Context: an optimization exercise on an open-source flow, tuned for small area, a short achievable clock period and few clock cycles per item. The choices shown serve that exercise and are no tape-out recipe. No functional check of the RTL was part of any run shown here. Power is estimated from default activity; no workload was simulated.

### design/flow/flow/run.sh
#!/bin/bash
# Standard layout, with plain buffers (instead of the delay buffers buffer_ports picks by
# default) on the input and output ports.
set -euo pipefail
export BUFFER_PORTS_ARGS="-buffer_cell sky130_fd_sc_hd__buf_2"
bash standard.sh > standard_flow.log 2>&1
### design/flow/standard.sh
#!/bin/bash
# synth_recipe.tcl (not shown) runs the flow's synth.tcl, then flattens the netlist and writes it again
# the make line also repeats each setting of config.mk as NAME=value (left out here)
make -C /OpenROAD-flow-scripts/flow DESIGN_CONFIG=/design/flow/config.mk WORK_HOME=/design/flow/orfs CLKGATE_MAP_FILE= SYNTH_SCRIPT=/design/flow/synth_recipe.tcl "${@:-finish}"
### design/flow/config.mk
export PLATFORM = sky130hd
export DESIGN_NAME = huffman
export DESIGN_NICKNAME = huffman
export VERILOG_FILES = /design/flow/design.v
export SDC_FILE = /design/flow/constraint.sdc
export NUM_CORES = 4
export LEC_CHECK = 0
export CAP_MARGIN = 20
export CORE_MARGIN = 2
export CORE_UTILIZATION = 55
export CTS_BUF_LIST = sky130_fd_sc_hd__clkbuf_8
export CTS_CLUSTER_SIZE = 30
export SETUP_SLACK_MARGIN = 3.7
export SLEW_MARGIN = 20
export TNS_END_PERCENT = 10
### design/flow/constraint.sdc
create_clock -name core_clock -period 6.0 [get_ports {clk}]
set_input_delay 1.2000 -clock core_clock [delete_from_list [all_inputs] [get_ports {clk}]]
set_output_delay 1.2000 -clock core_clock [all_outputs]
set_load 0.01 [all_outputs]
### design/flow/design.v
module huffman(clk, reset, gray_data, gray_valid, CNT_valid, CNT1, CNT2, CNT3, CNT4, CNT5, CNT6,
    code_valid, HC1, HC2, HC3, HC4, HC5, HC6, M1, M2, M3, M4, M5, M6);
input clk;
input reset;
input gray_valid;
input [7:0] gray_data;
output reg CNT_valid;
output [7:0] CNT1, CNT2, CNT3, CNT4, CNT5, CNT6;
output reg code_valid;
output [7:0] HC1, HC2, HC3, HC4, HC5, HC6;
output [7:0] M1, M2, M3, M4, M5, M6;
reg idle, counting, build;    
reg [5:0] sel;
reg [6:0] w[0:5];
reg [2:0] pos[0:5];
reg [4:0] hc[0:5];
reg [4:0] m[0:5];
reg par;         
reg merged;      
reg chk;         
reg comb;        
reg [3:1] pend;  
reg [2:0] ncomb;
integer i;
function lt7(input [6:0] x, input [6:0] z);
	reg [6:0] l, e;
	reg l65, e65, l43, e43, l21, e21, l6to3, e6to3, l2to0;
	begin
		l = ~x & z;
		e = ~(x ^ z);
		l65 = l[6] | (e[6] & l[5]);
		e65 = e[6] & e[5];
		l43 = l[4] | (e[4] & l[3]);
		e43 = e[4] & e[3];
		l21 = l[2] | (e[2] & l[1]);
		e21 = e[2] & e[1];
		l6to3 = l65 | (e65 & l43);
		e6to3 = e65 & e43;
		l2to0 = l21 | (e21 & l[0]);
		lt7 = l6to3 | (e6to3 & l2to0);
	end
endfunction
function [6:0] add7(input [6:0] x, input [6:0] z);
	reg [6:0] g, p, c;
	reg g10, g32, p32, g54, p54;
	begin
		g = x & z;
		p = x ^ z;
		g10 = g[1] | (p[1] & g[0]);
		g32 = g[3] | (p[3] & g[2]);
		p32 = p[3] & p[2];
		g54 = g[5] | (p[5] & g[4]);
		p54 = p[5] & p[4];
		c[0] = 1'b0;
		c[1] = g[0];
		c[2] = g10;
		c[3] = g[2] | (p[2] & g10);
		c[4] = g32 | (p32 & g10);
		c[5] = g[4] | (p[4] & c[4]);
		c[6] = g54 | (p54 & c[4]);
		add7 = p ^ c;
	end
endfunction
reg [6:0] cur, inc;
always @* begin
	cur = 7'd0;
	for (i = 0; i < 6; i = i + 1)
		cur = cur | ({7{sel[i]}} & w[i]);
	for (i = 0; i < 7; i = i + 1)
		inc[i] = cur[i] ^ (&(cur | ~((7'd1 << i) - 7'd1)));
end
reg [4:0] lt;
always @* begin
	for (i = 0; i < 5; i = i + 1)
		lt[i] = lt7(w[i], w[i + 1]);
end
wire in_order = ~|lt;
wire sorting = build && !merged;
wire last = chk && (ncomb == 3'd4);    
wire [6:0] sum = add7(w[4], w[5]);
reg [4:0] swap;
always @* begin
	for (i = 0; i < 5; i = i + 1) begin
		if (sorting)
			swap[i] = lt[i] && (i[0] == par);
		else if (chk)
			swap[i] = (i == 4) && lt[4];
		else
			swap[i] = build && (i >= 1 && i <= 3) && pend[i] && (i == 3 || !pend[i + 1]);
	end
end
reg [3:1] pend_nx;
always @* begin
	if (chk) begin
		for (i = 1; i < 4; i = i + 1)
			pend_nx[i] = lt7(w[i], w[5]);
	end
	else
		pend_nx = pend & ~swap[3:1];
end
wire build_nx  = build ? !last : (counting && !gray_valid);
wire merged_nx = build && (merged || comb);
wire chk_nx    = build && comb;
wire comb_nx   = build_nx && (ncomb != 3'd4) && (merged_nx ? (!chk_nx && pend_nx == 3'd0) : (build && in_order));
always @(posedge clk or posedge reset) begin
	if (reset) begin
		idle <= 1'b1;
		counting <= 1'b0;
		build <= 1'b0;
		sel <= 6'd0;
		CNT_valid <= 1'b0;
		code_valid <= 1'b0;
	end
	else begin
		idle <= idle ? !gray_valid : last;
		counting <= idle ? gray_valid : (counting && gray_valid);
		build <= build_nx;
		for (i = 0; i < 6; i = i + 1)
			sel[i] <= gray_valid && (gray_data[2:0] == i + 1);
		CNT_valid <= counting && !gray_valid;
		code_valid <= last;
	end
end
always @(posedge clk) begin
	par <= build && !par;
	merged <= merged_nx;
	chk <= chk_nx;
	comb <= comb_nx;
	pend <= pend_nx;
	if (!build)
		ncomb <= 3'd0;
	else if (comb)
		ncomb <= ncomb + 3'd1;
end
reg dn[0:5], up[0:5], hold[0:5];
always @* begin
	for (i = 0; i < 6; i = i + 1) begin
		dn[i] = (i > 0) && (comb ? (i < 5) : swap[i - 1]);
		up[i] = (i < 5) && !comb && swap[i];
		hold[i] = counting ? !sel[i] : (build && !comb && !(i < 5 && swap[i]) && !(i > 0 && swap[i - 1]));
	end
end
always @(posedge clk) begin
	for (i = 0; i < 6; i = i + 1)
		w[i] <= ({7{hold[i]}} & w[i])
		      | ({7{dn[i]}} & w[(i + 5) % 6])
		      | ({7{up[i]}} & w[(i + 1) % 6])
		      | ({7{counting && sel[i]}} & inc)
		      | ({7{comb && i == 5}} & sum)
		      | {7{comb && i == 0}};
end
reg [2:0] np[0:5];
always @* begin
	for (i = 0; i < 6; i = i + 1) begin
		if (comb)
			np[i] = (i >= 4) ? 3'd5 : i + 1;
		else if (i < 5 && swap[i])
			np[i] = i + 1;
		else if (i > 0 && swap[i - 1])
			np[i] = i - 1;
		else
			np[i] = i;
	end
end
always @(posedge clk) begin
	for (i = 0; i < 6; i = i + 1) begin
		if (!build) begin
			pos[i] <= i;
			hc[i] <= 5'd0;
			m[i] <= 5'd0;
		end
		else begin
			pos[i] <= np[pos[i]];
			if ((comb && pos[i][2]) || last) begin
				m[i] <= {m[i][3:0], 1'b1};
				if (last ? pos[i][0] ^ lt[4] : pos[i][0])
					hc[i] <= hc[i] | ({m[i][3:0], 1'b1} & ~m[i]);
			end
		end
	end
end
assign CNT1 = {1'b0, w[0]};
assign CNT2 = {1'b0, w[1]};
assign CNT3 = {1'b0, w[2]};
assign CNT4 = {1'b0, w[3]};
assign CNT5 = {1'b0, w[4]};
assign CNT6 = {1'b0, w[5]};
assign HC1 = {3'b0, hc[0]};
assign HC2 = {3'b0, hc[1]};
assign HC3 = {3'b0, hc[2]};
assign HC4 = {3'b0, hc[3]};
assign HC5 = {3'b0, hc[4]};
assign HC6 = {3'b0, hc[5]};
assign M1 = {3'b0, m[0][4:1], 1'b1};
assign M2 = {3'b0, m[1][4:1], 1'b1};
assign M3 = {3'b0, m[2][4:1], 1'b1};
assign M4 = {3'b0, m[3][4:1], 1'b1};
assign M5 = {3'b0, m[4][4:1], 1'b1};
assign M6 = {3'b0, m[5][4:1], 1'b1};
endmodule
==> flow_summary.json, run 1 <==
{
  "grt_overflow": 0,
  "hold_class": "register to register",
  "n_antenna_cell": 0,
  "grt_pass1_wl_mm": 36.92,
  "synthTopCellsByArea": "dfxtp_1 31%, ha_1 8.8%, buf_4 6.5%, nand2_1 5.0%, a21oi_1 4.5%",
  "dr.pass1.iters": 7,
  "syn-instance-count": 1016,
  "routedWlPerCell_um": 17.74,
  "yosysSeqAreaShare_pct": 34.49,
  "multi_input_area_mm2": 0.005142,
  "synth_top_area_share_pct": 31.18,
  "drc_errors": 0,
  "syn_area_per_cell_um2": 8.215,
  "antenna_found_initial": 0,
  "synthDistinctLibCells": 67,
  "fin_crit_ns": 2.444,
  "worst_slew_pin_slew_ns": 0.7560,
  "min_from": "hc[0][3]",
  "status": "finished clean",
  "gp_congestion": 0.8822,
  "hold_viol": 0,
  "die_h_um": 127.2,
  "cp_max_fo": 7,
  "final_nets": 1206,
  "drive_gt1_share_pct": 29.78,
  "crit_path_cell_trace": "inv_1, ha_1, nand4b_1, a21oi_2, a2111oi_4, buf_4, o21a_1, nor2_1, a32o_1, a221o_1",
  "synth_top_cell_by_area": "dfxtp_1",
  "fin_tns_setup_ns": 0,
  "slowest_delay_ns": 0.38,
  "cts_sinks": 141,
  "path_buf_inv": 2,
  "portBuffers": 103,
  "p_per_area_mw_per_mm2": 505.2,
  "groute.usage.overall_pct": 28.55,
  "start_kind": "register",
  "reg2reg_depth": 10,
  "rr_startpoint": "w[2][1]",
  "dp.final_hpwl_mm": 15.76,
  "rsz0062_at_grt": "yes",
  "die_w_um": 127.2,
  "grt_max_degree": 74,
  "worst_setup_path_end_kind": "register",
  "htree_num_levels": 4,
  "worstReg2RegEnd": "w[2][2]",
  "crit_type": "register to register",
  "reg2reg_slack_ns": 3.56,
  "synth-edff-count": 0,
  "vdd_drop_max_mv": 0.2503,
  "fill_cells": 1333,
  "setup_violations": 0,
  "cts_root_buf": "clkbuf_8",
  "drtIter0Drc": 786,
  "async_reset_ff_share_pct": 7.801,
  "worstPathArrival_ns": 2.80,
  "vias_per_cell": 5.861,
  "p_leak_nw": 4.419,
  "clk_pin_slew_ns": 0.09,
  "dieArea_mm2": 0.01618,
  "required_ns": 6.36,
  "row_count": 45,
  "critPathTopFamily": "compound AO/OA/AOI/OAI gates",
  "slew_headroom_pct": 49.60,
  "drt-total-wl_mm": 23.65,
  "ys_warn_count": 19,
  "numCtsBuffers": 17,
  "drv_cap": 0,
  "register_area_mm2": 0.002995,
  "drtAntennaViolNets": 0,
  "fin_skew_ns": 0.01164,
  "finalCritPeriodShare_pct": 40.74,
  "vias": 7813,
  "totalPowerFinal_mw": 5.148,
  "io_pins": 157,
  "synthesis.area_mm2": 0.008347,
  "max_freq_mhz": 409.1,
  "cts.path.max_buffers": 2,
  "synth_flop_cell": "dfxtp_1",
  "synth-seq-cells": 141,
  "area.growth.synth_to_final_pct": 22.07,
  "holdPathStages": 2,
  "hold_end": "hc[0][3]",
  "slew_viol_final": 0,
  "clk_latency_ns": 0.46,
  "tritoncts": "done",
  "core_area_mm2": 0.01503,
  "grt_pass1_vias": 6937,
  "cp_slowest_cell": "dfxtp_4",
  "start_util_pct": 55.52
}
-- power by group --
group / leakage, nW / internal (mW) / switching [mW]
sequential: 1.21 / 1.19 / 0.386
combinational: 3.00 / 1.23 / 1.55
clock: 0.208 / 0.406 / 0.395
-- cells by family (layout without fill, tap and decap cells) --
group	after synthesis	count (layout)	synth area share, %
multiplexers	16	16	1.979
buffers and inverters	209	292	12.71
AO/OA/AOI/OAI	292	292	24.79
adder cells (fa/ha/maj)	62	62	9.564
AND/OR/NAND/NOR	283	283	15.22
flip-flops	141	141	34.49
XOR/XNOR	11	11	1.154
other	2	48	0.08998
-- cells in the mapped netlist (all sizes together) (3+ instances only) --
cell	number
a221o	32
or4	3
o21bai	4
ha	59
dfrtp	10
o221ai	3
clkbuf	43
nand2b	10
o22ai	10
fa	3
a31oi	31
and3	5
buf	79
a221oi	6
a22oi	21
a32o	4
nand4b	6
xnor2	9
o211ai	4
inv	85
o2bb2ai	9
o21ai	42
mux2	4
a211oi	9
nand3	21
dfxtp	130
nand2	111
mux2i	12
nor2b	3
a21o	5
a21oi	78
nor4	5
a222oi	7
nand4	5
nor3	10
o21a	5
nor2	87
a2111oi	4
and2	7
a211o	5
o32ai	4
-- repair_timing --
action	4_1_cts	5_1_grt
hold endpoints to repair	0	0
gates resized for setup	100	52
setup endpoints to repair	125	113
gates cloned	0	1
buffers inserted	37	28
hold buffers	0	0
pin swaps	28	21
-- placed cells by master, fill, tap and decap left out, types with 5 or more instances in the layout --
cell type | synthesis | layout
nor3_1 | 10 | 8
a21oi_1 | 75 | 66
o21ai_1 | 2 | 6
conb_1 | 2 | 48
a21oi_2 | 3 | 7
a222oi_1 | 7 | 7
dfrtp_2 | 0 | 8
dfxtp_2 | 0 | 10
o21ai_0 | 36 | 30
ha_1 | 59 | 47
nor4_1 | 5 | 5
mux2i_1 | 12 | 5
nand3_1 | 21 | 18
nor2_1 | 87 | 82
ha_4 | 0 | 8
nand2b_1 | 10 | 9
mux2i_4 | 0 | 6
nand2_1 | 111 | 109
nand4b_1 | 6 | 6
a22oi_1 | 21 | 18
o2bb2ai_1 | 9 | 9
a31oi_1 | 31 | 30
a211oi_1 | 9 | 7
buf_6 | 0 | 5
buf_4 | 72 | 60
and2_1 | 7 | 7
inv_1 | 85 | 76
a221o_1 | 32 | 32
buf_2 | 4 | 107
dfxtp_4 | 0 | 25
clkbuf_8 | 0 | 20
dfxtp_1 | 130 | 95
o22ai_1 | 10 | 10
nand4_1 | 5 | 5
xnor2_1 | 9 | 6
a21oi_4 | 0 | 5
inv_2 | 0 | 9
-- per-stage QoR --
step / instance area [um2] / utilization [%] / hold WS, ns / std cells / worst slack (ns)
after floorplan: 8637 / - / 0.4014 / 1062 / 3.650
after global placement: 8692 / 57.82 / 0.4189 / 1236 / 2.619
after detailed placement: 8692 / 57.82 / 0.4364 / 1236 / 2.602
after CTS: 9773 / 65.01 / 0.4538 / 1304 / 3.594
after global routing: 10190 / 67.77 / 0.4855 / 1333 / 3.467
final: 10190 / 67.77 / 0.4647 / 1333 / 3.556
-- final cells by class --
cell class | count | share of cell area [%]
tap | 188 | 2.309
timing repair buffer | 174 | 10.62
multi-input combinational | 712 | 50.47
clock buffer | 20 | 2.702
sequential | 141 | 29.40
inverter | 87 | 3.254
clock inverter | 11 | 1.240
-- registers in the layout, indices dropped and copies added (netlist names), 3 cells and up --
signal,cells
pos,18
w,42
pend,3
ncomb,3
hc,30
sel,6
m,30
-- worst max-delay path by stage --
stage,startpoint,to,cells past startpoint
2_1_floorplan,w[1][4],pos[1][0],9
3_3_place_gp,w[0][2],pos[4][0],9
3_5_place_dp,w[0][2],pos[4][0],9
4_1_cts,w[2][2],w[2][5],11
5_1_grt,w[2][1],w[2][1],10
6_report,w[2][1],w[2][2],10
-- metal layers --
metal	part of all wire [%]	global-route usage [%]	vias to the layer above
met2	44	42.73	328
met4	1.2	7.951	0
met5	0	0	-
met1	47	41.87	3693
met3	7.5	5.779	27
li1	-	-	3765
-- worst min-delay path: stages (launching register included) --
cell and delay (ns):
dfxtp_1 0.33, a31oi_1 0.04, nor2_1 0.07
==> inputs of run 2 (changes only) <==
--- a/design/flow/config.mk
+++ b/design/flow/config.mk
@@ -8,7 +8,7 @@
 export CAP_MARGIN = 20
 export CORE_MARGIN = 2
 export CORE_UTILIZATION = 55
-export CTS_BUF_LIST = sky130_fd_sc_hd__clkbuf_8
+export CTS_BUF_LIST = sky130_fd_sc_hd__clkbuf_4 sky130_fd_sc_hd__clkbuf_8
 export CTS_CLUSTER_SIZE = 30
 export SETUP_SLACK_MARGIN = 3.7
 export SLEW_MARGIN = 20
==> run 2 against run 1 <==
Routed wire length is the same; clock skew is the same; clock-buffer cell count unchanged; largest power group unchanged; combinational power hardly changed; area after synthesis stayed put; first-iteration DRC count did not move; synthesized cell count unchanged; sequential cell count is the same; still clean; global-route usage unchanged; critical endpoint unchanged; sequential share of layout area unchanged.
==> flow_summary.json, run 2 <==
{
  "sw_frac_of_total_pct": 45.22,
  "worst_setup_path_end_kind": "register",
  "setup_violations": 0,
  "row_count": 45,
  "worstPathArrival_ns": 2.80,
  "required_ns": 6.36,
  "ys_warn_count": 19,
  "slew_viol_final": 0,
  "synth-edff-count": 0,
  "syn_area_per_cell_um2": 8.215,
  "synth_top_cell_by_area": "dfxtp_1",
  "synth_common_cells": "130 x dfxtp_1, 111 x nand2_1, 87 x nor2_1",
  "die_h_um": 127.2,
  "slew_headroom_pct": 49.60,
  "largest_reg_flops": 42,
  "fin_crit_ns": 2.444,
  "totalPowerFinal_mw": 5.148,
  "fin_ws_ns": 3.556,
  "vias_per_cell": 5.861,
  "max_freq_mhz": 409.1,
  "reg2reg_slack_ns": 3.56,
  "synth_most_common_cell": "dfxtp_1",
  "start_util_pct": 55.52,
  "drtIter0Drc": 786,
  "critPathTopFamily": "compound AO/OA/AOI/OAI gates",
  "portBuffers": 103,
  "rr_startpoint": "w[2][1]",
  "grt_max_degree": 74,
  "clk_latency_ns": 0.46,
  "drv_cap": 0,
  "most-common-layout-cells": "109 x nand2_1, 107 x buf_2, 95 x dfxtp_1, 82 x nor2_1, 76 x inv_1",
  "crit_type": "register to register",
  "holdPathStages": 2,
  "hold_end": "hc[0][3]",
  "cts.path.max_buffers": 2,
  "finalCritPeriodShare_pct": 40.74,
  "worst_slew_pin_slew_ns": 0.7560,
  "syn-instance-count": 1016,
  "synthTopCellsByArea": "dfxtp_1 31%, ha_1 8.8%, buf_4 6.5%, nand2_1 5.0%, a21oi_1 4.5%",
  "path_buf_inv": 2,
  "pwr-share-clk_pct": 15.5,
  "synthesis.area_mm2": 0.008347,
  "grt_pass1_wl_mm": 36.92,
  "hold_class": "register to register",
  "drive_gt1_share_pct": 29.78,
  "yosysSeqAreaShare_pct": 34.49,
  "p_per_area_mw_per_mm2": 505.2,
  "final_util_pct": 67.77,
  "cp_max_fo": 7,
  "status": "finished clean",
  "io_pins": 157,
  "groute.usage.overall_pct": 28.55,
  "numCtsBuffers": 17,
  "combPwrFrac_pct": 53.9,
  "die_w_um": 127.2,
  "drt-total-wl_mm": 23.65,
  "p_sw_mw": 2.328,
  "power_frac_seq_pct": 30.6,
  "hold_viol": 0,
  "crit_path_cell_trace": "inv_1, ha_1, nand4b_1, a21oi_2, a2111oi_4, buf_4, o21a_1, nor2_1, a32o_1, a221o_1",
  "cp_slowest_cell": "dfxtp_4",
  "top_register": "w",
  "pre_cts_slack_ns": 2.602,
  "p_leak_nw": 4.419,
  "rsz0062_at_grt": "yes",
  "antenna_found_initial": 0,
  "reg.largest.list": "w: 42 flops, hc: 30 flops, m: 30 flops",
  "start_kind": "register",
  "vdd_drop_max_mv": 0.2503,
  "synth_top_area_share_pct": 31.18,
  "cts_root_buf": "clkbuf_8",
  "drc_errors": 0,
  "dieArea_mm2": 0.01618,
  "tritoncts": "done",
  "worstReg2RegEnd": "w[2][2]",
  "fill_cells": 1333,
  "async_reset_ff_share_pct": 7.801,
  "n_antenna_cell": 0,
  "area.growth.synth_to_final_pct": 22.07,
  "synth-seq-cells": 141,
  "routedWlPerCell_um": 17.74,
  "clk_pin_slew_ns": 0.09,
  "fin_tns_setup_ns": 0,
  "internal_power_mw": 2.820,
  "gp_congestion": 0.8822,
  "synth_flop_cell": "dfxtp_1",
  "drtAntennaViolNets": 0,
  "slowest_delay_ns": 0.38,
  "dp.final_hpwl_mm": 15.76,
  "grt_overflow": 0,
  "min_from": "hc[0][3]",
  "synthDistinctLibCells": 67,
  "grt_pass1_vias": 6937,
  "htree_num_levels": 4,
  "core_area_mm2": 0.01503,
  "fin_skew_ns": 0.01164,
  "reg2reg_depth": 10,
  "final_nets": 1206,
  "final_common_cell": "nand2_1",
  "dr.pass1.iters": 7,
  "cts_sinks": 141,
  "vias": 7813
}
-- run 2: cell counts after synthesis --
No cell type changed its count.
-- run 2: worst min-delay path, delay by kind of cell, from the launching register on --
family / cells / cell delay (ns)
and+or+nand+nor: 1 / 0.07
AOI/OAI and AO/OA: 1 / 0.04
DFF: 1 / 0.33
-- run 2: worst max path at each step --
stage	start	to	slack [ns]	cells past startpoint
finish	w[2][1]	w[2][2]	3.56	10
global route	w[2][1]	w[2][1]	3.47	10
CTS	w[2][2]	w[2][5]	3.59	11
detailed placement	w[0][2]	pos[4][0]	2.60	9
global placement	w[0][2]	pos[4][0]	2.62	9
floorplan	w[1][4]	pos[1][0]	3.65	9
-- run 2: routing by layer --
metal | track usage (%) | vias to the layer above | part of all wire (%) | wire length (um)
li1 | - | 3765 | - | -
met1 | 41.87 | 3693 | 47 | 11110
met4 | 7.951 | 0 | 1.2 | 284
met3 | 5.779 | 27 | 7.5 | 1784
met2 | 42.73 | 328 | 44 | 10480
met5 | 0 | - | 0 | 0
-- run 2: stage by stage --
stage	hold slack (ns)	instances	instance area (um2)
3_3_place_gp	0.4189	1236	8692
2_1_floorplan	0.4014	1062	8637
5_1_grt	0.4855	1333	10190
6_report	0.4647	1333	10190
3_5_place_dp	0.4364	1236	8692
4_1_cts	0.4538	1304	9773
-- run 2: area by class of cell --
class	count	area [um2]	share of cell area [%]
Multi-Input combinational cell	712	5142	50.47
Sequential cell	141	2995	29.40
Timing Repair Buffer	174	1082	10.62
Inverter	87	331.6	3.254
Clock buffer	20	275.3	2.702
Tap cell	188	235.2	2.309
Clock inverter	11	126.4	1.240
-- run 2: logic make-up after synthesis --
family / after synthesis / share of synthesized area (%)
xor gates and xnor gates: 11 / 1.154
muxes: 16 / 1.979
adders and majority gates: 62 / 9.564
and+or+nand+nor: 283 / 15.22
DFF: 141 / 34.49
other: 2 / 0.08998
buffers and inverters: 209 / 12.71
AOI/OAI and AO/OA: 292 / 24.79
-- run 2: what timing repair did --
item | 4_1_cts | 5_1_grt
hold buffers | 0 | 0
setup endpoints to repair | 125 | 113
gates cloned | 0 | 1
pin swaps | 28 | 21
resized for setup | 100 | 52
hold endpoints to repair | 0 | 0
setup buffers | 37 | 28
-- run 2: power groups by stage --
stage	clock network [mW]	logic (mW)	registers [mW]
finish	0.800	2.77	1.57
global route	0.853	3.03	1.61
CTS	0.810	2.56	1.56
detailed placement	0	2.10	1.58
global placement	0	2.09	1.58
floorplan	0	1.63	1.43
==> inputs of run 3 (changes only) <==
--- a/design/flow/config.mk
+++ b/design/flow/config.mk
@@ -8,8 +8,8 @@
 export CAP_MARGIN = 20
 export CORE_MARGIN = 2
 export CORE_UTILIZATION = 55
-export CTS_BUF_LIST = sky130_fd_sc_hd__clkbuf_4 sky130_fd_sc_hd__clkbuf_8
+export CTS_BUF_LIST = sky130_fd_sc_hd__clkbuf_8
 export CTS_CLUSTER_SIZE = 30
-export SETUP_SLACK_MARGIN = 3.7
+export SETUP_SLACK_MARGIN = 3.5
 export SLEW_MARGIN = 20
 export TNS_END_PERCENT = 10
==> run 3 against run 2 <==
Area after synthesis unchanged; via count down 1.9%; utilization down 2.7 points; largest cell class unchanged; highest routed layer unchanged.
==> flow_summary.json, run 3 <==
{
  "setup_violations": 0,
  "drv_cap": 0,
  "ys_warn_count": 19,
  "dp.final_hpwl_mm": 15.79,
  "drc_errors": 0,
  "yosysSeqAreaShare_pct": 34.49,
  "area.growth.synth_to_final_pct": 17.15,
  "synthTopCellsByArea": "dfxtp_1 31%, ha_1 8.8%, buf_4 6.5%, nand2_1 5.0%, a21oi_1 4.5%",
  "synth_top_cell_by_area": "dfxtp_1",
  "finalCritPeriodShare_pct": 42.46,
  "reg2reg_depth": 8,
  "async_reset_ff_share_pct": 7.801,
  "numCtsBuffers": 17,
  "die_w_um": 127.2,
  "synth-seq-cells": 141,
  "fin_tns_setup_ns": 0,
  "routedWlPerCell_um": 17.74,
  "fin_ws_ns": 3.452,
  "drive_gt1_share_pct": 25.54,
  "largest_reg_flops": 42,
  "dr.pass1.iters": 6,
  "ctsHoldBuffers": 0,
  "syn-instance-count": 1016,
  "portBuffers": 103,
  "hold-worst-slack_ns": 0.4598,
  "gp_congestion": 0.8779,
  "min_from": "par",
  "required_ns": 6.35,
  "hold_class": "register to register",
  "worst_setup_path_end_kind": "register",
  "reg.largest.list": "w: 42 flops, hc: 30 flops, m: 30 flops",
  "synth-edff-count": 0,
  "final_util_pct": 65.04,
  "core_area_mm2": 0.01503,
  "cts.path.max_buffers": 2,
  "status": "finished clean",
  "pre_cts_slack_ns": 2.538,
  "cp_max_fo": 12,
  "antenna_found_initial": 0,
  "cts_root_buf": "clkbuf_8",
  "synth_top_area_share_pct": 31.18,
  "max_freq_mhz": 392.5,
  "worstReg2RegEnd": "w[0][5]",
  "p_leak_nw": 4.257,
  "synth_most_common_cell": "dfxtp_1",
  "syn_area_per_cell_um2": 8.215,
  "stdcell_count": 1304,
  "vdd_drop_max_mv": 0.3164,
  "rsz0062_at_grt": "yes",
  "hold_end": "par",
  "slew_headroom_pct": 48.31,
  "p_per_area_mw_per_mm2": 515.1,
  "top_register": "w",
  "cts_sinks": 141,
  "reg2reg_slack_ns": 3.45,
  "htree_num_levels": 4,
  "most-common-layout-cells": "111 x nand2_1, 103 x buf_2, 99 x dfxtp_1, 82 x nor2_1, 78 x inv_1",
  "dieArea_mm2": 0.01618,
  "fin_crit_ns": 2.548,
  "drtIter0Drc": 817,
  "vias": 7662,
  "rr_startpoint": "sel[2]",
  "grt_pass1_vias": 6881,
  "startpoint": "sel[2]",
  "grt_max_degree": 74,
  "synthDistinctLibCells": 67,
  "crit_type": "register to register",
  "holdPathStages": 1,
  "n_antenna_cell": 0,
  "post-place-cells": 1234,
  "start_util_pct": 55.52,
  "clk_pin_slew_ns": 0.08,
  "tritoncts": "done",
  "synth_common_cells": "130 x dfxtp_1, 111 x nand2_1, 87 x nor2_1",
  "row_count": 45,
  "clk_latency_ns": 0.46,
  "worstPathArrival_ns": 2.89,
  "slew_viol_final": 0,
  "final_nets": 1177,
  "drt-total-wl_mm": 23.14,
  "drtAntennaViolNets": 0,
  "worst_slew_pin_slew_ns": 0.7754,
  "start_kind": "register",
  "fin_skew_ns": 0.01048,
  "hold_viol": 0,
  "vias_per_cell": 5.876,
  "synth_flop_cell": "dfxtp_1",
  "groute.usage.overall_pct": 28.22,
  "io_pins": 157,
  "die_h_um": 127.2,
  "grt_overflow": 0,
  "synthesis.area_mm2": 0.008347,
  "final_common_cell": "nand2_1",
  "grt_pass1_wl_mm": 36.56
}
==> run 3: cell counts after synthesis <==
No cell type changed its count.
==> run 3: area by class of cell <==
cell class	instances	area (um2)
clock inverters	12	145.1
inverters	87	336.6
flip-flops and latches	141	2969
clock buffers	19	261.5
repair buffers	144	855.8
multi-input cells	712	4970
fillers	1337	5255
repair inverters	1	5.005
well taps	188	235.2
==> run 3: metrics by stage <==
| stage | instance area, um2 | power, mW |
|---|---|---|
| finish | 9778 | 5.036 |
| global route | 9778 | 5.388 |
| CTS | 9432 | 4.756 |
| detailed placement | 8569 | 3.610 |
| global placement | 8569 | 3.580 |
| floorplan | 8527 | 2.995 |
==> run 3: power by group <==
group          switching (mW)  total (mW)  internal, mW
combinational            1.49        2.65          1.16
sequential              0.404        1.58          1.18
clock                   0.377       0.804         0.427
==> run 3: per-layer routing <==
metal | part of all wire (%) | global-route usage, % | up-vias
met5 | 0 | 0 | -
met2 | 44 | 42.50 | 294
met4 | 1.1 | 7.304 | 0
met3 | 6.8 | 5.570 | 25
met1 | 48 | 41.50 | 3646
li1 | - | - | 3697
==> run 3: critical path, stage by stage (launching register included) <==
cell	delay (ns)
dfrtp_2	0.52
a22oi_1	0.26
nand3_2	0.22
ha_1	0.27
and3_1	0.18
ha_1	0.25
xnor2_4	0.28
o21ai_0	0.15
a221o_1	0.30
==> run 3: worst max-delay path by stage <==
stage               slack (ns)  depth (start not counted)   endpoint
global route              3.30                          4    w[0][3]
global placement          2.56                          9  pos[4][0]
detailed placement        2.54                          9  pos[4][0]
floorplan                 3.51                          9  pos[1][0]
finish                    3.45                          8    w[0][5]
CTS                       3.40                          7  pos[4][0]
==> run 3: kinds of logic (layout without fill, tap and decap cells) <==
kind of cell,count (synthesis),in the layout,synth area share (%)
xor+xnor,11,11,1.154
other cells,2,48,0.08998
fa+ha+maj,62,62,9.564
compound gates,292,292,24.79
simple gates,283,283,15.22
buf+inv,209,263,12.71
flops,141,141,34.49
mux,16,16,1.979
==> run 3: repair_timing <==
action | CTS | global route
pin swaps | 13 | 21
resized for setup | 77 | 53
buffers inserted | 21 | 17
setup endpoints to repair | 91 | 88
gates cloned | 0 | 1
==> inputs of run 4 (changes only) <==
--- a/design/flow/config.mk
+++ b/design/flow/config.mk
@@ -10,6 +10,6 @@
 export CORE_UTILIZATION = 55
 export CTS_BUF_LIST = sky130_fd_sc_hd__clkbuf_8
 export CTS_CLUSTER_SIZE = 30
-export SETUP_SLACK_MARGIN = 3.5
+export SETUP_SLACK_MARGIN = 3.9
 export SLEW_MARGIN = 20
-export TNS_END_PERCENT = 10
+export TNS_END_PERCENT = 5
==> run 4 against run 3 <==
Critical path depth is 2 higher; routed wire length rose by 4.6%; synthesized cell count did not move; hold slack worse by 0.011 ns; total power up 10%; clock-buffer cell count rose by 1; clock power rose by 11%; final cell count increased by 3.8%; area after synthesis did not move; fmax grew 7.2%; clock skew up 0.0011 ns; die area unchanged; critical endpoint is now pos[1][0].
==> flow_summary.json, run 4 <==
{
  "hold_class": "register to register",
  "row_count": 45,
  "grt_pass1_wl_mm": 37.71,
  "setup_violations": 0,
  "fill_cells": 1219,
  "p_per_area_mw_per_mm2": 521.4,
  "drtIter0Drc": 896,
  "synth_top_cell_by_area": "dfxtp_1",
  "p_leak_nw": 4.584,
  "dp.final_hpwl_mm": 15.61,
  "fin_skew_ns": 0.01162,
  "register_area_mm2": 0.003009,
  "cts_root_buf": "clkbuf_8",
  "htree_num_levels": 4,
  "synthTopCellsByArea": "dfxtp_1 31%, ha_1 8.8%, buf_4 6.5%, nand2_1 5.0%, a21oi_1 4.5%",
  "clk_latency_ns": 0.46,
  "async_reset_ff_share_pct": 7.801,
  "grt_pass1_vias": 6975,
  "tritoncts": "done",
  "vias": 7950,
  "synth-edff-count": 0,
  "antenna_found_initial": 0,
  "slew_viol_final": 0,
  "ys_warn_count": 19,
  "hold_viol": 0,
  "start_util_pct": 55.52,
  "sw_frac_of_total_pct": 43.77,
  "grt_max_degree": 74,
  "drtAntennaViolNets": 0,
  "place_area_mm2": 0.008710,
  "drive_gt1_share_pct": 33.48,
  "crit_path_cell_trace": "buf_6, ha_4, a21oi_2, a21oi_2, a2111oi_4, buf_4, o21ai_4, or2_4, or3_1, a311o_1",
  "area.growth.synth_to_final_pct": 27.69,
  "syn-instance-count": 1016,
  "most-common-layout-cells": "108 x nand2_1, 102 x buf_2, 89 x dfxtp_1, 80 x nor2_1, 74 x buf_4",
  "drv_cap": 0,
  "reg2reg_depth": 10,
  "required_ns": 6.35,
  "dr.pass1.iters": 6,
  "finalCritPeriodShare_pct": 39.62,
  "grt_overflow": 0,
  "finish.instance_area_mm2": 0.01066,
  "die_h_um": 127.2,
  "internal_power_mw": 3.125,
  "hold-worst-slack_ns": 0.4486,
  "holdPathStages": 1,
  "cts.path.max_buffers": 2,
  "crit_type": "register to register",
  "fin_tns_setup_ns": 0,
  "synthesis.area_mm2": 0.008347,
  "synthDistinctLibCells": 67,
  "slew_headroom_pct": 49.01,
  "worst_setup_path_end_kind": "register",
  "vias_per_cell": 5.876,
  "reg.largest.list": "w: 42 flops, hc: 30 flops, m: 30 flops",
  "largest_reg_flops": 42,
  "worstReg2RegEnd": "pos[1][0]",
  "multi_input_area_mm2": 0.005296,
  "rsz0062_at_grt": "yes",
  "status": "finished clean",
  "synth_top_area_share_pct": 31.18,
  "final_common_cell": "nand2_1",
  "synth_flop_cell": "dfxtp_1",
  "pwr-share-clk_pct": 16.1,
  "drc_errors": 0,
  "vdd_drop_max_mv": 0.2868,
  "die_w_um": 127.2,
  "combPwrFrac_pct": 55.6,
  "numCtsBuffers": 17,
  "final_nets": 1226,
  "clk_pin_slew_ns": 0.08,
  "routedWlPerCell_um": 17.89,
  "power_frac_seq_pct": 28.4,
  "cp_slowest_cell": "dfxtp_4",
  "min_from": "par",
  "startpoint": "w[2][2]",
  "core_area_mm2": 0.01503,
  "max_freq_mhz": 420.7,
  "io_pins": 157,
  "p_sw_mw": 2.432,
  "cts_sinks": 141,
  "synth-seq-cells": 141,
  "groute.usage.overall_pct": 29.37,
  "synth_common_cells": "130 x dfxtp_1, 111 x nand2_1, 87 x nor2_1",
  "syn_area_per_cell_um2": 8.215,
  "fin_crit_ns": 2.377,
  "worstPathArrival_ns": 2.73,
  "path_common_cell": "a21oi_2",
  "yosysSeqAreaShare_pct": 34.49,
  "cp_max_fo": 3,
  "top_register": "w",
  "dieArea_mm2": 0.01618,
  "ctsHoldBuffers": 0,
  "drt-total-wl_mm": 24.21,
  "worst_slew_pin_slew_ns": 0.7648,
  "start_kind": "register",
  "reg2reg_slack_ns": 3.62,
  "slowest_delay_ns": 0.35,
  "n_antenna_cell": 0,
  "hold_end": "par",
  "gp_congestion": 0.8809,
  "portBuffers": 103,
  "synth_most_common_cell": "dfxtp_1",
  "rr_startpoint": "w[2][2]"
}
[run 4: cell counts after synthesis]
Identical to the previous run, type by type.
[run 4: timing repair]
item | CTS | global route
setup buffers | 65 | 22
gates cloned | 1 | 0
endpoints found under the setup margin | 221 | 200
pin swaps | 43 | 35
resized for setup | 141 | 50
[run 4: power groups by stage]
stage | sequential (mW) | clock, mW | combinational, mW
6_report | 1.58 | 0.893 | 3.09
5_1_grt | 1.61 | 0.942 | 3.35
4_1_cts | 1.57 | 0.904 | 2.76
3_5_place_dp | 1.59 | 0 | 2.10
3_3_place_gp | 1.59 | 0 | 2.08
2_1_floorplan | 1.44 | 0 | 1.64
[run 4: per-layer routing]
metal  global-route usage (%)  vias up  share of wire [%]  routed length (um)
met2                    44.09      372                 45               10840
li1                         -     3797                  -                   -
met1                    43.13     3751                 47               11260
met3                    5.486       30                7.3                1772
met4                    8.597        0                1.4                 327
met5                        0        -                  0                   0
[run 4: worst max-delay path: cells and delay by family, from the launching register on]
kind            cells  cell delay [ns]
flops               1             0.35
simple gates        2             0.54
compound gates      5             0.83
fa+ha+maj           1             0.23
buf+inv             2             0.31
[run 4: worst max path at each step]
stage / endpoint / slack [ns] / depth (start not counted)
global placement: pos[4][0] / 2.67 / 9
CTS: CNT3[2] / 3.62 / 3
global route: pos[1][0] / 3.54 / 9
finish: pos[1][0] / 3.62 / 10
floorplan: pos[1][0] / 3.65 / 9
detailed placement: pos[4][0] / 2.69 / 9
[run 4: cell families (layout without fill, tap and decap cells)]
logic type	Yosys count	after routing	synth area share, %
AOI/OAI and AO/OA	292	292	24.79
xor gates and xnor gates	11	11	1.154
adders and majority gates	62	62	9.564
buffers and inverters	209	312	12.71
DFF	141	141	34.49
muxes	16	16	1.979
other	2	48	0.08998
and+or+nand+nor	283	283	15.22
[run 4: final cells by class]
class / count / share of cell area, %
repair inverters: 1 / 0.04696
clock inverters: 11 / 1.702
inverters: 87 / 3.240
flip-flops and latches: 141 / 28.23
repair buffers: 193 / 12.29
well taps: 188 / 2.207
multi-input cells: 712 / 49.69
clock buffers: 20 / 2.583
[run 4: metrics by stage]
step	total power [mW]	util (%)	instances	worst slack, ns
6_report	5.557	70.89	1353	3.623
5_1_grt	5.900	70.89	1353	3.538
4_1_cts	5.237	68.21	1331	3.621
3_5_place_dp	3.690	57.94	1234	2.691
3_3_place_gp	3.669	57.94	1234	2.669
2_1_floorplan	3.084	-	1062	3.650
==> inputs of run 5 (changes only) <==
==> design/flow/flow/run.sh (replaced) <==
#!/bin/bash
# Standard layout, with two changes: plain buffers (instead of the delay buffers
# buffer_ports picks by default) on the input and output ports, and one tie
# cell per constant value shared by all constant outputs (instead of one per port).
set -euo pipefail
export BUFFER_PORTS_ARGS="-buffer_cell sky130_fd_sc_hd__buf_2"
export SKIP_REPAIR_TIE_FANOUT=1
bash standard.sh > standard_flow.log 2>&1
--- a/design/flow/config.mk
+++ b/design/flow/config.mk
@@ -10,6 +10,6 @@
 export CORE_UTILIZATION = 55
 export CTS_BUF_LIST = sky130_fd_sc_hd__clkbuf_8
 export CTS_CLUSTER_SIZE = 30
-export SETUP_SLACK_MARGIN = 3.9
+export SETUP_SLACK_MARGIN = 3.7
 export SLEW_MARGIN = 20
-export TNS_END_PERCENT = 5
+export TNS_END_PERCENT = 10
==> run 5 against run 4 <==
Still clean; die area did not move; critical path depth unchanged; clock-buffer cell count shrank 3; combinational power shrank 4%; routed wire length up 0.38%; clock skew grew 0.0022 ns; sequential cell count unchanged; final area decreased by 6.8%; area after synthesis unchanged; register-to-register slack got worse by 0.14 ns; via count down 1.8%.
==> flow_summary.json, run 5 <==
{
  "status": "finished clean",
  "antenna_found_initial": 0,
  "hold_viol": 0,
  "p_leak_nw": 4.254,
  "dr.pass1.iters": 7,
  "grt_pass1_vias": 7325,
  "crit_path_cell_trace": "buf_12, ha_4, a21oi_4, nor2_2, a2111oi_4, buf_4, o21ai_4, or2_4, or3_1, a311o_1",
  "worstPathArrival_ns": 2.86,
  "stdcell_count": 1285,
  "crit_type": "register to register",
  "worstReg2RegEnd": "pos[1][0]",
  "reg2reg_slack_ns": 3.49,
  "synth_common_cells": "130 x dfxtp_1, 111 x nand2_1, 87 x nor2_1",
  "grt_max_degree": 74,
  "drc_errors": 0,
  "min_from": "par",
  "place_area_mm2": 0.008508,
  "drv_cap": 0,
  "die_h_um": 127.2,
  "drt-total-wl_mm": 24.30,
  "reg2reg_depth": 10,
  "totalPowerFinal_mw": 5.266,
  "async_reset_ff_share_pct": 7.801,
  "drive_gt1_share_pct": 30.08,
  "critPathTopFamily": "compound AO/OA/AOI/OAI gates",
  "gp_congestion": 0.9714,
  "top_register": "w",
  "syn_area_per_cell_um2": 8.215,
  "max_freq_mhz": 397.9,
  "synth_flop_cell": "dfxtp_1",
  "portBuffers": 103,
  "cts_root_buf": "clkbuf_8",
  "register_area_mm2": 0.002984,
  "crit_cells": 10,
  "slowest_delay_ns": 0.36,
  "final_nets": 1157,
  "numCtsBuffers": 17,
  "io_pins": 157,
  "n_antenna_cell": 0,
  "hold_end": "par",
  "met1_length_mm": 11.02,
  "rsz0062_at_grt": "yes",
  "fin_crit_ns": 2.513,
  "p_per_area_mw_per_mm2": 530.2,
  "synth-edff-count": 0,
  "cts.path.max_buffers": 2,
  "yosysSeqAreaShare_pct": 34.49,
  "path_buf_inv": 2,
  "row_count": 45,
  "groute.usage.overall_pct": 29.72,
  "pre_cts_slack_ns": 2.617,
  "area.growth.synth_to_final_pct": 18.98,
  "synthesis.area_mm2": 0.008347,
  "hold-worst-slack_ns": 0.4461,
  "drtAntennaViolNets": 0,
  "slew_headroom_pct": 29.03,
  "start_util_pct": 55.52,
  "final_common_cell": "nand2_1",
  "cp_slowest_cell": "dfxtp_4",
  "htree_num_levels": 4,
  "slew_viol_final": 0,
  "topRoutingLayerUsed": "met4",
  "clk_pin_slew_ns": 0.08,
  "vias": 7805,
  "met2_length_mm": 10.95,
  "drtIter0Drc": 874,
  "fin_tns_setup_ns": 0,
  "reg.largest.list": "w: 42 flops, hc: 30 flops, m: 30 flops",
  "finish.instance_area_mm2": 0.009931,
  "synthTopCellsByArea": "dfxtp_1 31%, ha_1 8.8%, buf_4 6.5%, nand2_1 5.0%, a21oi_1 4.5%",
  "final_util_pct": 66.06,
  "finalCritPeriodShare_pct": 41.89,
  "most-common-layout-cells": "110 x nand2_1, 103 x buf_2, 97 x dfxtp_1, 80 x nor2_1, 75 x inv_1",
  "post-place-cells": 1189,
  "fin_skew_ns": 0.01384,
  "synth_most_common_cell": "dfxtp_1",
  "clk_latency_ns": 0.46,
  "worst_slew_pin_slew_ns": 1.063,
  "vdd_drop_max_mv": 0.2644,
  "grt_pass1_wl_mm": 38.43,
  "setup_violations": 0,
  "syn-instance-count": 1016,
  "ys_warn_count": 19,
  "holdPathStages": 1,
  "synthDistinctLibCells": 67,
  "rr_startpoint": "w[3][4]",
  "worst_setup_path_end_kind": "register",
  "core_area_mm2": 0.01503,
  "cts_sinks": 141,
  "fin_ws_ns": 3.487,
  "cp_max_fo": 4,
  "grt_overflow": 0,
  "tritoncts": "done",
  "start_kind": "register",
  "largest_reg_flops": 42,
  "dp.final_hpwl_mm": 16.49,
  "multi_input_area_mm2": 0.004898,
  "route.met3.wl_mm": 1.957,
  "ctsHoldBuffers": 0,
  "hold_class": "register to register",
  "dieArea_mm2": 0.01618,
  "vias_per_cell": 6.074,
  "synth-seq-cells": 141,
  "required_ns": 6.34,
  "die_w_um": 127.2,
  "synth_top_area_share_pct": 31.18,
  "routedWlPerCell_um": 18.91,
  "synth_top_cell_by_area": "dfxtp_1",
  "fill_cells": 1286
}
==> run 5: worst register-to-register path, cell delays in order (launching register included) <==
cell and delay (ns):
dfxtp_4 0.36, buf_12 0.12, ha_4 0.24, a21oi_4 0.12, nor2_2 0.06, a2111oi_4 0.36, buf_4 0.18, o21ai_4 0.07
or2_4 0.27, or3_1 0.31, a311o_1 0.32
==> run 5: kinds of logic after synthesis <==
kind of cell	Yosys count	share of synthesized area (%)
AOI/OAI and AO/OA	292	24.79
xor gates and xnor gates	11	1.154
adders and majority gates	62	9.564
buffers and inverters	209	12.71
DFF	141	34.49
muxes	16	1.979
other	2	0.08998
and+or+nand+nor	283	15.22
==> run 5: area by class of cell <==
class,count,area share (%)
timing repair buffer,171,11.06
clock buffer,17,2.356
inverter,87,3.339
clock inverter,15,1.499
tap,188,2.369
sequential,141,30.05
multi-input combinational,666,49.33
==> run 5: power breakdown <==
group          internal, mW  total [mW]  leakage, nW  switching (mW)
clock                 0.341       0.756        0.196           0.414
sequential             1.18        1.54         1.21           0.359
combinational          1.34        2.97         2.84            1.63
total                  2.86        5.27         4.25            2.40
==> run 5: repair_timing <==
action,CTS,global route
pin swaps,29,17
resized for setup,110,23
setup buffers,47,17
setup endpoints to repair,125,107
==> run 5: how the worst max path moves through the flow <==
stage / startpoint / to / slack [ns]
global placement: w[0][2] / pos[1][0] / 2.66
global route: w[3][4] / pos[1][0] / 3.44
detailed placement: w[0][2] / pos[4][0] / 2.62
finish: w[3][4] / pos[1][0] / 3.49
floorplan: w[1][4] / pos[1][0] / 3.65
CTS: w[3][4] / pos[1][0] / 3.55
==> run 5: layer usage <==
layer / global-route usage (%) / vias up
met5: 0 / -
met4: 8.791 / 0
met3: 5.151 / 40
met2: 46.96 / 331
met1: 41.90 / 3729
li1: - / 3705
==> inputs of run 6 (changes only) <==
--- a/design/flow/design.v
+++ b/design/flow/design.v
@@ -23,21 +23,21 @@
 reg [2:0] ncomb;
 integer i;
 function lt7(input [6:0] x, input [6:0] z);
-	reg [6:0] l, e;
-	reg l65, e65, l43, e43, l21, e21, l6to3, e6to3, l2to0;
+	reg [6:0] l, g;
+	reg l65, g65, l43, g43, l21, g21, l6to3, g6to3, l2to0;
 	begin
 		l = ~x & z;
-		e = ~(x ^ z);
-		l65 = l[6] | (e[6] & l[5]);
-		e65 = e[6] & e[5];
-		l43 = l[4] | (e[4] & l[3]);
-		e43 = e[4] & e[3];
-		l21 = l[2] | (e[2] & l[1]);
-		e21 = e[2] & e[1];
-		l6to3 = l65 | (e65 & l43);
-		e6to3 = e65 & e43;
-		l2to0 = l21 | (e21 & l[0]);
-		lt7 = l6to3 | (e6to3 & l2to0);
+		g = x & ~z;
+		l65 = l[6] | (~g[6] & l[5]);
+		g65 = g[6] | (~l[6] & g[5]);
+		l43 = l[4] | (~g[4] & l[3]);
+		g43 = g[4] | (~l[4] & g[3]);
+		l21 = l[2] | (~g[2] & l[1]);
+		g21 = g[2] | (~l[2] & g[1]);
+		l6to3 = l65 | (~g65 & l43);
+		g6to3 = g65 | (~l65 & g43);
+		l2to0 = l21 | (~g21 & l[0]);
+		lt7 = l6to3 | (~g6to3 & l2to0);
 	end
 endfunction
 function [6:0] add7(input [6:0] x, input [6:0] z);
==> design/flow/flow/run.sh (replaced) <==
#!/bin/bash
# Standard layout, with plain buffers (instead of the delay buffers buffer_ports picks by
# default) on the input and output ports.
set -euo pipefail
export BUFFER_PORTS_ARGS="-buffer_cell sky130_fd_sc_hd__buf_2"
bash standard.sh > standard_flow.log 2>&1
==> run 6 against run 5 <==
Still clean on timing, DRC and antenna; sequential share of layout area is 0.60 points lower; clock skew is 0.0048 ns lower; setup slack worse by 0.049 ns; area after synthesis is 1.4% lower; clock-buffer cell count is 3 higher; final cell count is 4.7% higher; fmax is 1.9% lower; clock power is 11% higher; combinational power is 3% higher; non-clock buffer count is 8 higher.
==> flow_summary.json, run 6 <==
{
  "hold_viol": 0,
  "cts_root_buf": "clkbuf_8",
  "holdPathStages": 2,
  "antenna_found_initial": 0,
  "routedWlPerCell_um": 18.24,
  "hold_class": "register to register",
  "start_util_pct": 56.41,
  "synthTopCellsByArea": "dfxtp_1 32%, nand2_1 7.1%, buf_4 6.8%, a21oi_1 4.1%, a222oi_1 4.1%",
  "worstPathArrival_ns": 2.89,
  "cp_max_fo": 7,
  "slew_viol_final": 0,
  "p_per_area_mw_per_mm2": 547.4,
  "crit_type": "register to register",
  "core_area_mm2": 0.01459,
  "syn_area_per_cell_um2": 7.882,
  "hold-worst-slack_ns": 0.4650,
  "synthSimpleGateAreaFrac_pct": 19.04,
  "grt_overflow": 0,
  "reg2reg_depth": 11,
  "vdd_drop_max_mv": 0.2987,
  "synthesis.area_mm2": 0.008229,
  "clk_pin_slew_ns": 0.08,
  "rr_startpoint": "w[4][4]",
  "most-common-layout-cells": "153 x nand2_1, 103 x buf_2, 92 x dfxtp_1, 83 x nor2_1, 65 x inv_1",
  "setup_violations": 0,
  "reg.largest.list": "w: 42 flops, hc: 30 flops, m: 30 flops",
  "grt_pass1_vias": 6857,
  "synth-seq-cells": 141,
  "largest_reg_flops": 42,
  "synthDistinctLibCells": 75,
  "final_common_cell": "nand2_1",
  "ys_warn_count": 19,
  "drv_cap": 0,
  "min_from": "hc[1][4]",
  "grt_max_degree": 75,
  "syn-instance-count": 1044,
  "io_pins": 157,
  "drt-total-wl_mm": 24.55,
  "synth_xor_area_share_pct": 1.384,
  "fin_tns_setup_ns": 0,
  "yosysSeqAreaShare_pct": 34.99,
  "slew_headroom_pct": 47.88,
  "synth_common_cells": "155 x nand2_1, 130 x dfxtp_1, 89 x nor2_1",
  "htree_num_levels": 4,
  "cts_sinks": 141,
  "reg2reg_slack_ns": 3.44,
  "totalPowerFinal_mw": 5.545,
  "portBuffers": 103,
  "vias_per_cell": 5.951,
  "n_antenna_cell": 0,
  "final_nets": 1186,
  "dr.pass1.iters": 10,
  "cts.path.max_buffers": 2,
  "finalCritPeriodShare_pct": 42.70,
  "hold_end": "hc[1][4]",
  "synth_top_area_share_pct": 31.63,
  "drtIter0Drc": 1063,
  "dieArea_mm2": 0.01596,
  "synth_top_cell_by_area": "dfxtp_1",
  "fin_skew_ns": 0.009043,
  "p_leak_nw": 4.296,
  "area.growth.synth_to_final_pct": 23.10,
  "top_register": "w",
  "fin_ws_ns": 3.438,
  "row_count": 44,
  "async_reset_ff_share_pct": 7.801,
  "start_kind": "register",
  "fin_crit_ns": 2.562,
  "max_freq_mhz": 390.4,
  "grt_pass1_wl_mm": 37.16,
  "drtAntennaViolNets": 0,
  "vias": 8010,
  "die_h_um": 126.3,
  "synth_adder_area_share_pct": 6.796,
  "synth-edff-count": 0,
  "rsz0062_at_grt": "yes",
  "synth_most_common_cell": "nand2_1",
  "status": "finished clean",
  "tritoncts": "done",
  "worstReg2RegEnd": "w[4][6]",
  "drive_gt1_share_pct": 30.98,
  "clk_latency_ns": 0.46,
  "pre_cts_slack_ns": 2.738,
  "gp_congestion": 0.9137,
  "required_ns": 6.33,
  "dp.final_hpwl_mm": 15.15,
  "synth_top_family_by_area": "compound AO/OA/AOI/OAI gates",
  "worst_setup_path_end_kind": "register",
  "synth_flop_cell": "dfxtp_1",
  "numCtsBuffers": 17,
  "worst_slew_pin_slew_ns": 0.7817,
  "drc_errors": 0,
  "synthMuxAreaShare_pct": 0.5017,
  "die_w_um": 126.3,
  "synth-compound-area-share_pct": 23.38,
  "groute.usage.overall_pct": 29.10
}
## run 6: critical path: stages (launching register included)
cell	delay, ns
dfxtp_4	0.40
inv_4	0.05
ha_4	0.16
nor2b_4	0.12
or4_4	0.41
o211ai_1	0.24
buf_4	0.21
nor2_4	0.08
buf_6	0.17
buf_16	0.13
a222oi_1	0.36
nand2_1	0.10
## run 6: worst max-delay path by stage
stage / cells after the start / from / endpoint / slack [ns]
2_1_floorplan: 13 / w[5][3] / hc[4][1] / 3.69
3_3_place_gp: 9 / build / w[1][2] / 2.71
3_5_place_dp: 9 / build / w[1][2] / 2.74
4_1_cts: 9 / w[3][3] / pos[1][0] / 3.58
5_1_grt: 11 / w[4][4] / w[4][6] / 3.36
6_report: 11 / w[4][4] / w[4][6] / 3.44
## run 6: per-layer routing
metal / vias to the layer above / wire [um] / global-route usage (%)
met2: 454 / 10470 / 41.78
met4: 0 / 399 / 6.852
met1: 3765 / 10950 / 43.83
met5: - / 0 / 0
li1: 3753 / - / -
met3: 38 / 2727 / 7.423
## run 6: area by class of cell
| cell class | instances | area [um2] |
|---|---|---|
| multi-input cells | 733 | 4961 |
| fillers | 1204 | 4459 |
| flip-flops and latches | 141 | 2983 |
| repair buffers | 179 | 1214 |
| inverters | 77 | 307.8 |
| clock buffers | 20 | 275.3 |
| well taps | 184 | 230.2 |
| clock inverters | 12 | 158.9 |
## run 6: power breakdown
group / internal, mW / leakage [nW] / switching [mW]
clock: 0.448 / 0.222 / 0.392
combinational: 1.40 / 2.86 / 1.67
sequential: 1.19 / 1.22 / 0.447
total: 3.04 / 4.30 / 2.50
## run 6: stage by stage
step           area, um2  std cells  util [%]
2_1_floorplan       8474       1090         -
3_3_place_gp        8363       1238     57.32
3_5_place_dp        8363       1238     57.32
4_1_cts             9563       1308     65.55
5_1_grt            10130       1346     69.43
6_report           10130       1346     69.43
## run 6: logic make-up after synthesis
group / count (synthesis)
simple gates: 349
compound gates: 271
buf+inv: 218
flops: 141
fa+ha+maj: 46
xor+xnor: 13
mux: 4
other cells: 2
## run 6: timing repair
action	in CTS	in global routing
gates cloned	2	1
endpoints found under the setup margin	134	132
hold endpoints to repair	0	0
resized for setup	116	64
pin swaps	26	42
hold buffers	0	0
buffers inserted	36	37
==> inputs of run 7 (changes only) <==
--- a/design/flow/design.v
+++ b/design/flow/design.v
@@ -76,7 +76,7 @@
 end
 wire in_order = ~|lt;
 wire sorting = build && !merged;
-wire last = chk && (ncomb == 3'd4);    
+wire last = comb && (ncomb == 3'd4);
 wire [6:0] sum = add7(w[4], w[5]);
 reg [4:0] swap;
 always @* begin
@@ -101,7 +101,7 @@
 wire build_nx  = build ? !last : (counting && !gray_valid);
 wire merged_nx = build && (merged || comb);
 wire chk_nx    = build && comb;
-wire comb_nx   = build_nx && (ncomb != 3'd4) && (merged_nx ? (!chk_nx && pend_nx == 3'd0) : (build && in_order));
+wire comb_nx   = build_nx && (merged_nx ? (!chk_nx && pend_nx == 3'd0) : (build && in_order));
 always @(posedge clk or posedge reset) begin
 	if (reset) begin
 		idle <= 1'b1;
@@ -171,9 +171,9 @@
 		end
 		else begin
 			pos[i] <= np[pos[i]];
-			if ((comb && pos[i][2]) || last) begin
+			if (comb && pos[i][2]) begin
 				m[i] <= {m[i][3:0], 1'b1};
-				if (last ? pos[i][0] ^ lt[4] : pos[i][0])
+				if (pos[i][0])
 					hc[i] <= hc[i] | ({m[i][3:0], 1'b1} & ~m[i]);
 			end
 		end
==> run 7 against run 6 <==
Hold slack worse by 0.011 ns; routed wire length is 12% lower; non-clock buffer count is 49 lower; largest power group unchanged; clock power shrank 15%; largest cell class unchanged; final cell count down 4.7%; clock-buffer cell count shrank 1; register-to-register slack worse by 0.11 ns; area after synthesis decreased by 0.58%; global-route usage decreased by 2.0 points.
==> flow_summary.json, run 7 <==
{
  "yosysSeqAreaShare_pct": 35.19,
  "internal_power_mw": 2.280,
  "slew_headroom_pct": 47.20,
  "htree_num_levels": 4,
  "p_leak_nw": 3.861,
  "worstPathArrival_ns": 3.04,
  "cts.path.max_buffers": 2,
  "combPwrFrac_pct": 46.9,
  "routedWlPerCell_um": 16.85,
  "cts_sinks": 141,
  "sw_frac_of_total_pct": 45.82,
  "synthesis.area_mm2": 0.008182,
  "vias": 7436,
  "numCtsBuffers": 17,
  "reg2reg_slack_ns": 3.33,
  "portBuffers": 103,
  "reg2reg_depth": 10,
  "cts_root_buf": "clkbuf_8",
  "power_frac_seq_pct": 36.1,
  "worst_slew_pin_slew_ns": 0.7920,
  "crit_type": "register to register",
  "synth-seq-cells": 141,
  "status": "finished clean",
  "pwr-share-clk_pct": 17.0,
  "synth_most_common_cell": "dfxtp_1",
  "largest_reg_flops": 42,
  "fin_crit_ns": 2.668,
  "core_area_mm2": 0.01453,
  "gp_congestion": 0.8635,
  "fin_skew_ns": 0.01134,
  "final_common_cell": "nand2_1",
  "fin_ws_ns": 3.332,
  "synthDistinctLibCells": 75,
  "syn_area_per_cell_um2": 7.920,
  "reg.largest.list": "w: 42 flops, hc: 30 flops, m: 30 flops",
  "vias_per_cell": 5.796,
  "drv_cap": 0,
  "final_nets": 1123,
  "dp.final_hpwl_mm": 14.65,
  "area.growth.synth_to_final_pct": 12.26,
  "drtAntennaViolNets": 0,
  "startpoint": "w[1][0]",
  "grt_pass1_vias": 6549,
  "dieArea_mm2": 0.01587,
  "synth_common_cells": "130 x dfxtp_1, 123 x nand2_1, 121 x nor2_1",
  "fill_cells": 1343,
  "hold_class": "register to register",
  "max_freq_mhz": 374.9,
  "clk_latency_ns": 0.45,
  "worst_setup_path_end_kind": "register",
  "p_sw_mw": 1.928,
  "rr_startpoint": "w[1][0]",
  "tritoncts": "done",
  "syn-instance-count": 1033,
  "die_h_um": 126.0,
  "n_antenna_cell": 0,
  "register_area_mm2": 0.002932,
  "top_register": "w",
  "synth_flop_cell": "dfxtp_1",
  "drt-total-wl_mm": 21.62,
  "slew_viol_final": 0,
  "groute.usage.overall_pct": 27.14,
  "multi_input_area_mm2": 0.004701,
  "rsz0062_at_grt": "yes",
  "drive_gt1_share_pct": 21.75,
  "start_kind": "register",
  "antenna_found_initial": 0,
  "p_per_area_mw_per_mm2": 458.1,
  "hold-worst-slack_ns": 0.4543,
  "clk_pin_slew_ns": 0.09,
  "drtIter0Drc": 785,
  "hold_viol": 0,
  "most-common-layout-cells": "122 x nand2_1, 117 x nor2_1, 107 x dfxtp_1, 103 x buf_2, 53 x nand3_1",
  "dr.pass1.iters": 6,
  "grt_overflow": 0,
  "row_count": 44,
  "drc_errors": 0,
  "critPathCapture": "comb",
  "worstReg2RegEnd": "comb",
  "synth_top_area_share_pct": 31.81,
  "synth-edff-count": 0,
  "start_util_pct": 56.29,
  "synthTopCellsByArea": "dfxtp_1 32%, buf_4 6.9%, nand2_1 5.6%, nor2_1 5.6%, ha_1 3.5%",
  "required_ns": 6.37,
  "finalCritPeriodShare_pct": 44.46,
  "io_pins": 157,
  "grt_pass1_wl_mm": 34.98,
  "pre_cts_slack_ns": 2.831,
  "vdd_drop_max_mv": 0.2229,
  "synth_top_cell_by_area": "dfxtp_1",
  "setup_violations": 0,
  "die_w_um": 126.0,
  "grt_max_degree": 73,
  "fin_tns_setup_ns": 0,
  "async_reset_ff_share_pct": 7.801,
  "ys_warn_count": 19,
  "cp_max_fo": 5,
  "ctsHoldBuffers": 0
}
-- run 7: layout make-up --
class,instances,share of cell area (%)
clock buffer,19,2.847
tap,184,2.506
clock inverter,13,1.158
inverter,50,2.043
sequential,141,31.92
timing repair buffer,130,8.350
multi-input combinational,746,51.18
-- run 7: worst min-delay path by stage --
stage	startpoint	endpoint	cells past startpoint
floorplan	par	par	1
global route	m[4][4]	m[4][4]	2
detailed placement	par	par	1
CTS	par	par	1
global placement	par	par	1
finish	par	par	1
-- run 7: critical path, cell delays in order, from the launching register on --
cell and delay, ns:
dfxtp_4 0.36, nand2b_4 0.13, maj3_2 0.30, maj3_2 0.32, maj3_2 0.36, a221oi_4 0.26, buf_6 0.15, buf_12 0.13
o32ai_4 0.08, or4_4 0.43, o31ai_1 0.07
-- run 7: cell families (layout without fill, tap and decap cells) --
family / count (synthesis) / in the layout / share of synthesized area [%]
flops: 141 / 141 / 35.19
fa+ha+maj: 39 / 39 / 5.888
other cells: 2 / 48 / 0.09179
xor+xnor: 11 / 11 / 1.178
compound gates: 237 / 237 / 21.30
mux: 7 / 7 / 0.8717
buf+inv: 192 / 212 / 12.39
simple gates: 404 / 404 / 23.09
-- run 7: what timing repair did --
action | CTS | global route
buffers inserted | 16 | 4
pin swaps | 9 | 10
gates resized for setup | 53 | 23
setup endpoints to repair | 99 | 100
cloned | 1 | 0
-- run 7: through the flow --
step,std cells,area [um2],utilization [%],power (mW)
after floorplan,1079,8453,-,2.722
after global placement,1230,8381,57.66,3.171
after detailed placement,1230,8381,57.66,3.178
after CTS,1279,9086,62.52,4.108
after global routing,1283,9185,63.20,4.508
final,1283,9185,63.20,4.208
-- run 7: per-layer routing --
metal / vias to the layer above / routed length (um) / track usage [%]
met5: - / 0 / 0
met4: 0 / 216 / 7.111
met3: 18 / 1944 / 5.268
met2: 345 / 9015 / 37.67
met1: 3420 / 10440 / 42.69
li1: 3653 / - / -
-- run 7: power groups by stage --
stage | combinational [mW] | clock [mW] | sequential (mW)
after floorplan | 1.36 | 0 | 1.36
after global placement | 1.65 | 0 | 1.52
after detailed placement | 1.66 | 0 | 1.52
after CTS | 1.88 | 0.733 | 1.50
after global routing | 2.17 | 0.782 | 1.56
final | 1.97 | 0.716 | 1.52

-- separate check: timing with driven ports --
The results above use ideal ports. As a check the final layouts listed here were re-extracted and re-timed, cells and wires unchanged. Step 1 sets driving cells, clkbuf_16 on the clock port and buf_2 on the other inputs (assumed; they add their load-dependent delay and slew). Step 2 moves the port delays by t, midway between the first and last clock arrival at a register: inputs arrive t later, outputs are due t later. That takes back most of the time a late clock gives input paths. Three values: ideal ports, drivers, drivers and shift; two values: the first two.
run | t (ns) | setup slack, ns | worst hold slack (ns) | worst setup path after step 2 | pins driven straight from the clock port
run 1 | 0.494 | 3.556 / 3.542 / 3.556 | 0.465 / 0.465 / 0.465 | register to register | 1
run 2 | 0.494 | 3.556 / 3.542 / 3.556 | 0.465 / 0.465 / 0.465 | register to register | 1
run 3 | 0.495 | 3.452 / 3.452 / 3.452 | 0.460 / 0.460 / 0.460 | register to register | 1
run 4 | 0.493 | 3.623 / 3.594 / 3.623 | 0.449 / 0.449 / 0.449 | register to register | 1
run 5 | 0.493 | 3.487 / 3.487 / 3.487 | 0.446 / 0.446 / 0.446 | register to register | 1
run 6 | 0.492 | 3.438 / 3.438 / 3.438 | 0.465 / 0.465 / 0.465 | register to register | 1
run 7 | 0.484 | 3.332 / 3.332 / 3.332 | 0.454 / 0.454 / 0.454 | register to register | 1
After both steps every run listed still meets setup and hold.
